What follows belongs to an exercise in optimizing a design on an open flow for small area, a short achievable clock period and few clock cycles; a production flow would make more cautious choices. Function was checked by simulation only, so behaviour that the tests miss may differ from the original.

// huffman
module huffman(clk, reset, gray_valid, gray_data, CNT_valid, CNT1, CNT2, CNT3, CNT4, CNT5, CNT6,code_valid, HC1, HC2, HC3, HC4, HC5, HC6, M1, M2, M3, M4, M5, M6);
input clk;
input reset;
input gray_valid;
input [7:0] gray_data;
output reg CNT_valid;
output [7:0] CNT1, CNT2, CNT3, CNT4, CNT5, CNT6;
output reg code_valid;
output [7:0] HC1, HC2, HC3, HC4, HC5, HC6;
output [7:0] M1, M2, M3, M4, M5, M6;
integer i;
function lt7;
	input [6:0] a, b;
	reg [6:0] l, g;
	reg l10, g10, l32, g32, l54, g54, l30, g30, l64, g64;
	begin
		l = ~a & b;
		g = a & ~b;
		l10 = l[1] | (~g[1] & l[0]);	g10 = g[1] | (~l[1] & g[0]);
		l32 = l[3] | (~g[3] & l[2]);	g32 = g[3] | (~l[3] & g[2]);
		l54 = l[5] | (~g[5] & l[4]);	g54 = g[5] | (~l[5] & g[4]);
		l30 = l32 | (~g32 & l10);	g30 = g32 | (~l32 & g10);
		l64 = l[6] | (~g[6] & l54);	g64 = g[6] | (~l[6] & g54);
		lt7 = l64 | (~g64 & l30);
	end
endfunction
reg [3:0] st;
reg mv;
reg srt, slast, mrg;
wire img_end = (st == 4'd1) & ~gray_valid;
wire [3:0] st_n = (st == 4'd0) ? {3'd0, gray_valid} :
		(st == 4'd1) ? (gray_valid ? 4'd1 : 4'd2) :
		(st == 4'd12) ? 4'd12 : (mv ? st + 4'd1 : st);
always @(posedge clk or posedge reset)
	if (reset) begin
		st <= 4'd0;
		mv <= 1'b0;
		srt <= 1'b0;
		slast <= 1'b0;
		mrg <= 1'b0;
		CNT_valid <= 1'b0;
		code_valid <= 1'b0;
	end else begin
		st <= st_n;
		mv <= img_end | ((srt | mrg) & (~mv | (st_n == 4'd11)));
		srt <= (st_n >= 4'd2) & (st_n <= 4'd6);
		slast <= (st_n == 4'd6);
		mrg <= (st_n >= 4'd7) & (st_n <= 4'd11);
		CNT_valid <= img_end;
		code_valid <= (st == 4'd11) & mv;
	end
reg [6:0] Q [0:5];
assign CNT1 = {1'b0, Q[5]};
assign CNT2 = {1'b0, Q[0]};
assign CNT3 = {1'b0, Q[1]};
assign CNT4 = {1'b0, Q[2]};
assign CNT5 = {1'b0, Q[3]};
assign CNT6 = {1'b0, Q[4]};
wire [5:1] unsorted = {1'b0, st <= 4'd2, st <= 4'd3, st <= 4'd4, st <= 4'd5};
wire [5:1] lt_c;
genvar g;
generate
	for (g = 1; g < 6; g = g + 1) begin : cmp
		assign lt_c[g] = unsorted[g] | lt7(Q[g], Q[0]);
	end
endgenerate
reg [5:1] lt_r;
  ...
Size in the first run: ~1000 cells after synthesis, about 160 I/O pins, about 9100 µm² of cells after synthesis.
Settings: LEC_CHECK=0, CAP_MARGIN=20, CORE_MARGIN=2, CORE_UTILIZATION=40, SETUP_SLACK_MARGIN=2.6, SLEW_MARGIN=20; clock period 5.0 ns.
standard.sh (not shown) runs the stock make flow with config.mk's settings and CLKGATE_MAP_FILE= SYNTH_SCRIPT=/design/flow/synth_recipe.tcl, a recipe that flattens the netlist after the stock synthesis.
==> flow/flow/run.sh <==
#!/bin/bash
# Own flow: the standard synthesis and layout (standard.sh), with the
# port buffers made of the smallest plain buffer cell. The make output goes
# to layout.log here.
set -euo pipefail
bash standard.sh BUFFER_PORTS_ARGS="-buffer_cell sky130_fd_sc_hd__buf_1" finish > "$PWD/layout.log" 2>&1
The starting point ran to the end with no violations.
Testbench counts at the start, summed over its fixed seeds: cycles 47,600.
Edit:
--- a/flow/config.mk
+++ b/flow/config.mk
@@ -11 +11 @@
-export SETUP_SLACK_MARGIN = 2.6
+export SETUP_SLACK_MARGIN = 2.8
After rerunning:
- The new run completed with no timing, DRC or antenna violations
- non-clock buffer count increases by 24
- synthesized area is unchanged
- final area increases by a few percent
- die area is unchanged
- utilization increases by 1.6 points
- setup slack gains 0.18 ns
- cell count increases slightly
- critical path depth decreases by 8
- flip-flop and latch count stays the same
Edit:
--- a/flow/config.mk
+++ b/flow/config.mk
@@ -11 +11 @@
-export SETUP_SLACK_MARGIN = 2.8
+export SETUP_SLACK_MARGIN = 2.4
First-iteration DRC count falls slightly.
Fmax falls by roughly a tenth.
Final cell count falls slightly.
Wire length falls by a few percent.
Hold slack improved by 0.0083 ns.
Edit:
--- a/flow/config.mk
+++ b/flow/config.mk
@@ -11 +11 @@
-export SETUP_SLACK_MARGIN = 2.4
+export SETUP_SLACK_MARGIN = 3.0
Outcome: Cell area went up by 17%; non-clock buffer count rises by 113; clock skew hardly moves; routed wire length rises by 15%; first-iteration DRC count rose by 20%.
Edit:
--- a/flow/config.mk
+++ b/flow/config.mk
@@ -11 +11 @@
-export SETUP_SLACK_MARGIN = 3.0
+export SETUP_SLACK_MARGIN = 2.7
The changed run finished with timing, DRC and antenna clean. Critical path depth came out lower by 8. Die area stays the same. Final area came out lower by 12%. Cell count came out lower by 6.1%. Global-route usage came out lower by 2.4 points. Maximum frequency came out lower by 3.3%. Core utilization came out lower by 6.0 points.
Edit:
--- a/flow/config.mk
+++ b/flow/config.mk
@@ -10,2 +10,2 @@
-export CORE_UTILIZATION = 40
-export SETUP_SLACK_MARGIN = 2.7
+export CORE_UTILIZATION = 60
+export SETUP_SLACK_MARGIN = 2.8
=> Register-to-register slack loses 0.04 ns; die area fell by about 33%; wire length fell by about 2.4%; hold slack loses 0.0039 ns; cell count fell by 5.9%; synthesized area does not change; first-iteration DRC count rose by about 17%; synthesized cell count is unchanged.

---

## exp/raven
Another version of the RTL of huffman (not shown whole).
Size: roughly 1,100 cells after synthesis, about 130 flip-flops.
clock: 5.0 ns
lec_check: 0
cap_margin: 20
core_margin: 2
core_utilization: 40
setup_slack_margin: 2.0
slew_margin: 20
run.sh (not shown) runs the stock make flow with config.mk's settings and CLKGATE_MAP_FILE= SYNTH_SCRIPT=/design/flow/synth_recipe.tcl, a recipe that flattens the netlist after the stock synthesis.
Stock flow here: none of the scripts above is used.
Testbench counts of exp/raven, summed over its fixed seeds: cycles 44,400.
Changes in exp/xenon relative to exp/raven:
# exp/raven
export LEC_CHECK = 0
export CAP_MARGIN = 20
export CORE_MARGIN = 2
export CORE_UTILIZATION = 40
export SETUP_SLACK_MARGIN = 2.0
export SLEW_MARGIN = 20
create_clock -name core_clock -period 5.0 [get_ports {clk}]
# exp/xenon
export LEC_CHECK = 0
export CAP_MARGIN = 20
export CORE_MARGIN = 2
export CORE_UTILIZATION = 40
export SLEW_MARGIN = 20
create_clock -name core_clock -period 5.0 [get_ports {clk}]
[summary]
- Summary of exp/xenon over exp/raven: area used by sequential logic in the layout went down, utilization dropped 1.6 points, shortest clock period the worst path allows after layout climbed 0.83 ns, final clock period utilization by the worst path picked up an extra 17 points.
- exp/raven → exp/xenon: final routed wirelength across all metal layers shrank by 1.9%.
- Lower number of design-rule violations left by the first detailed-router iteration was reported by exp/raven, not exp/xenon.
- Against exp/raven, exp/xenon reports a depth of the worst hold-timing path that is lower.

---

Another version of the RTL of huffman (not shown whole).
Size in the first run: ~140 flip-flops, roughly 8900 um2 of cells after synthesis.
clock: 5.0 ns
lec_check: 0
cap_margin: 20
core_margin: 2
core_utilization: 40
setup_slack_margin: 2.6
slew_margin: 20
The baseline ran to the end with no violations.
Testbench counts at the start, summed over its fixed seeds: cycles 47,600.
Then changed:
==> flow/flow/run.sh (new file) <==
#!/bin/bash
# Own flow: the standard synthesis and layout (standard.sh), with the
# port buffers made of the smallest plain buffer cell. The make output goes
# to layout.log here.
set -euo pipefail
bash standard.sh BUFFER_PORTS_ARGS="-buffer_cell sky130_fd_sc_hd__buf_1" finish > "$PWD/layout.log" 2>&1
==> flow/standard.sh (new file) <==
#!/bin/bash
# synth_recipe.tcl (not shown) runs the flow's synth.tcl, then flattens the netlist and writes it again
# the make line also repeats each setting of config.mk as NAME=value (left out here)
make -C /OpenROAD-flow-scripts/flow DESIGN_CONFIG=/design/flow/config.mk WORK_HOME=/design/flow/orfs CLKGATE_MAP_FILE= SYNTH_SCRIPT=/design/flow/synth_recipe.tcl "${@:-finish}"
--- a/flow/config.mk
+++ b/flow/config.mk
@@ -11 +11 @@
-export SETUP_SLACK_MARGIN = 2.6
+export SETUP_SLACK_MARGIN = 2.8
removed: flow/run.sh
=>
- design area goes down by 6.3%
- sequential share of layout area is higher by 1.8 points
- non-clock buffer count falls by 22
- die area stays the same
- cell count drops by 1.7%
- utilization is lower by 3.2 points
- first-iteration DRC count shrinks by 19%
- wire length is lower by 5.1%
Then changed:
--- a/flow/config.mk
+++ b/flow/config.mk
@@ -11 +11 @@
-export SETUP_SLACK_MARGIN = 2.8
+export SETUP_SLACK_MARGIN = 3.0
Result: The changed run produced a clean layout. Wire length climbs by about a fifth. Fmax is higher by a few percent. Setup slack gets better by 55 ps. Die area does not change. Non-clock buffer count goes up by 87. Via count rose by a little under a tenth. Design area increases by about a fifth. Critical path depth rises by 9.
Then changed:
==> flow/run.sh (new file) <==
#!/bin/bash
# synth_recipe.tcl (not shown) runs the flow's synth.tcl, then flattens the netlist and writes it again
# the make line also repeats each setting of config.mk as NAME=value (left out here)
make -C /OpenROAD-flow-scripts/flow DESIGN_CONFIG=/design/flow/config.mk WORK_HOME=/design/flow/orfs CLKGATE_MAP_FILE= SYNTH_SCRIPT=/design/flow/synth_recipe.tcl finish
--- a/flow/config.mk
+++ b/flow/config.mk
@@ -10 +10,2 @@
-export CORE_UTILIZATION = 40
+export CORE_UTILIZATION = 55
+export CTS_CLUSTER_SIZE = 30
removed: flow/flow/run.sh
removed: flow/standard.sh
=> Area after synthesis does not change. Routed wire length went up by about 4%. Cell area went up by 0.82%. Hold slack is worse by 5.2 ps. Global-route usage went up by 9.3 points. Worst setup slack is worse by 89 ps. Count of clock-buffer cells in the layout went up by 2. Clock skew is about the same.

[separate check: timing with driven ports]
How much do the figures lean on ideal ports? The routed layouts below were timed once more, with nothing changed but the port constraints.
Step 1 sets driving cells, clkbuf_16 on the clock port and buf_2 on the other inputs (assumed; they add their load-dependent delay and slew).
Step 2 adds t to the input delays and takes it off the output delays; t is the mean of the earliest and latest rising clock arrival at the registers after step 1. Input paths then give back, and output paths get back, about the clock's delay inside the block.
Three values: no drivers, after step 1, after step 2; two values: the first two.
run	t, ns	slack for setup (ns)	worst setup path after step 2	worst register clock-pin slew, ns	cell pins on the clock port's net
the first run of note 1	0.466	2.652 / 2.652 / 2.402	input to register	0.07 / 0.07	1
the second run of note 1	0.461	2.835 / 2.794 / 2.477	input to register	0.07 / 0.07	1
the third run of note 1	0.459	2.547 / 2.547 / 2.220	input to register	0.07 / 0.07	1
the fourth run of note 1	0.469	2.850 / 2.850 / 2.562	input to register	0.07 / 0.07	1
the fifth run of note 1	0.461	2.778 / 2.735 / 2.389	input to register	0.07 / 0.07	1
the sixth run of note 1	0.464	2.804 / 2.792 / 2.465	input to register	0.07 / 0.07	1
exp/raven	0.477	2.064 / 2.064 / 1.842	input to register	0.07 / 0.07	1
exp/xenon	0.472	1.234 / 1.234 / 1.234	register to register	0.07 / 0.07	1
the first run of note 3	0.467	2.639 / 2.593 / 2.248	input to register	0.06 / 0.06	1
the second run of note 3	0.457	2.842 / 2.798 / 2.461	input to register	0.07 / 0.07	1
the third run of note 3	0.461	2.897 / 2.857 / 2.465	input to register	0.07 / 0.07	1
the fourth run of note 3	0.467	2.808 / 2.808 / 2.425	input to register	0.07 / 0.07	1
After both steps every run listed still meets setup and hold. The setup slack of the third run of note 3, which loses most, moves by -0.040 ns with the drivers and by -0.432 ns with both steps.
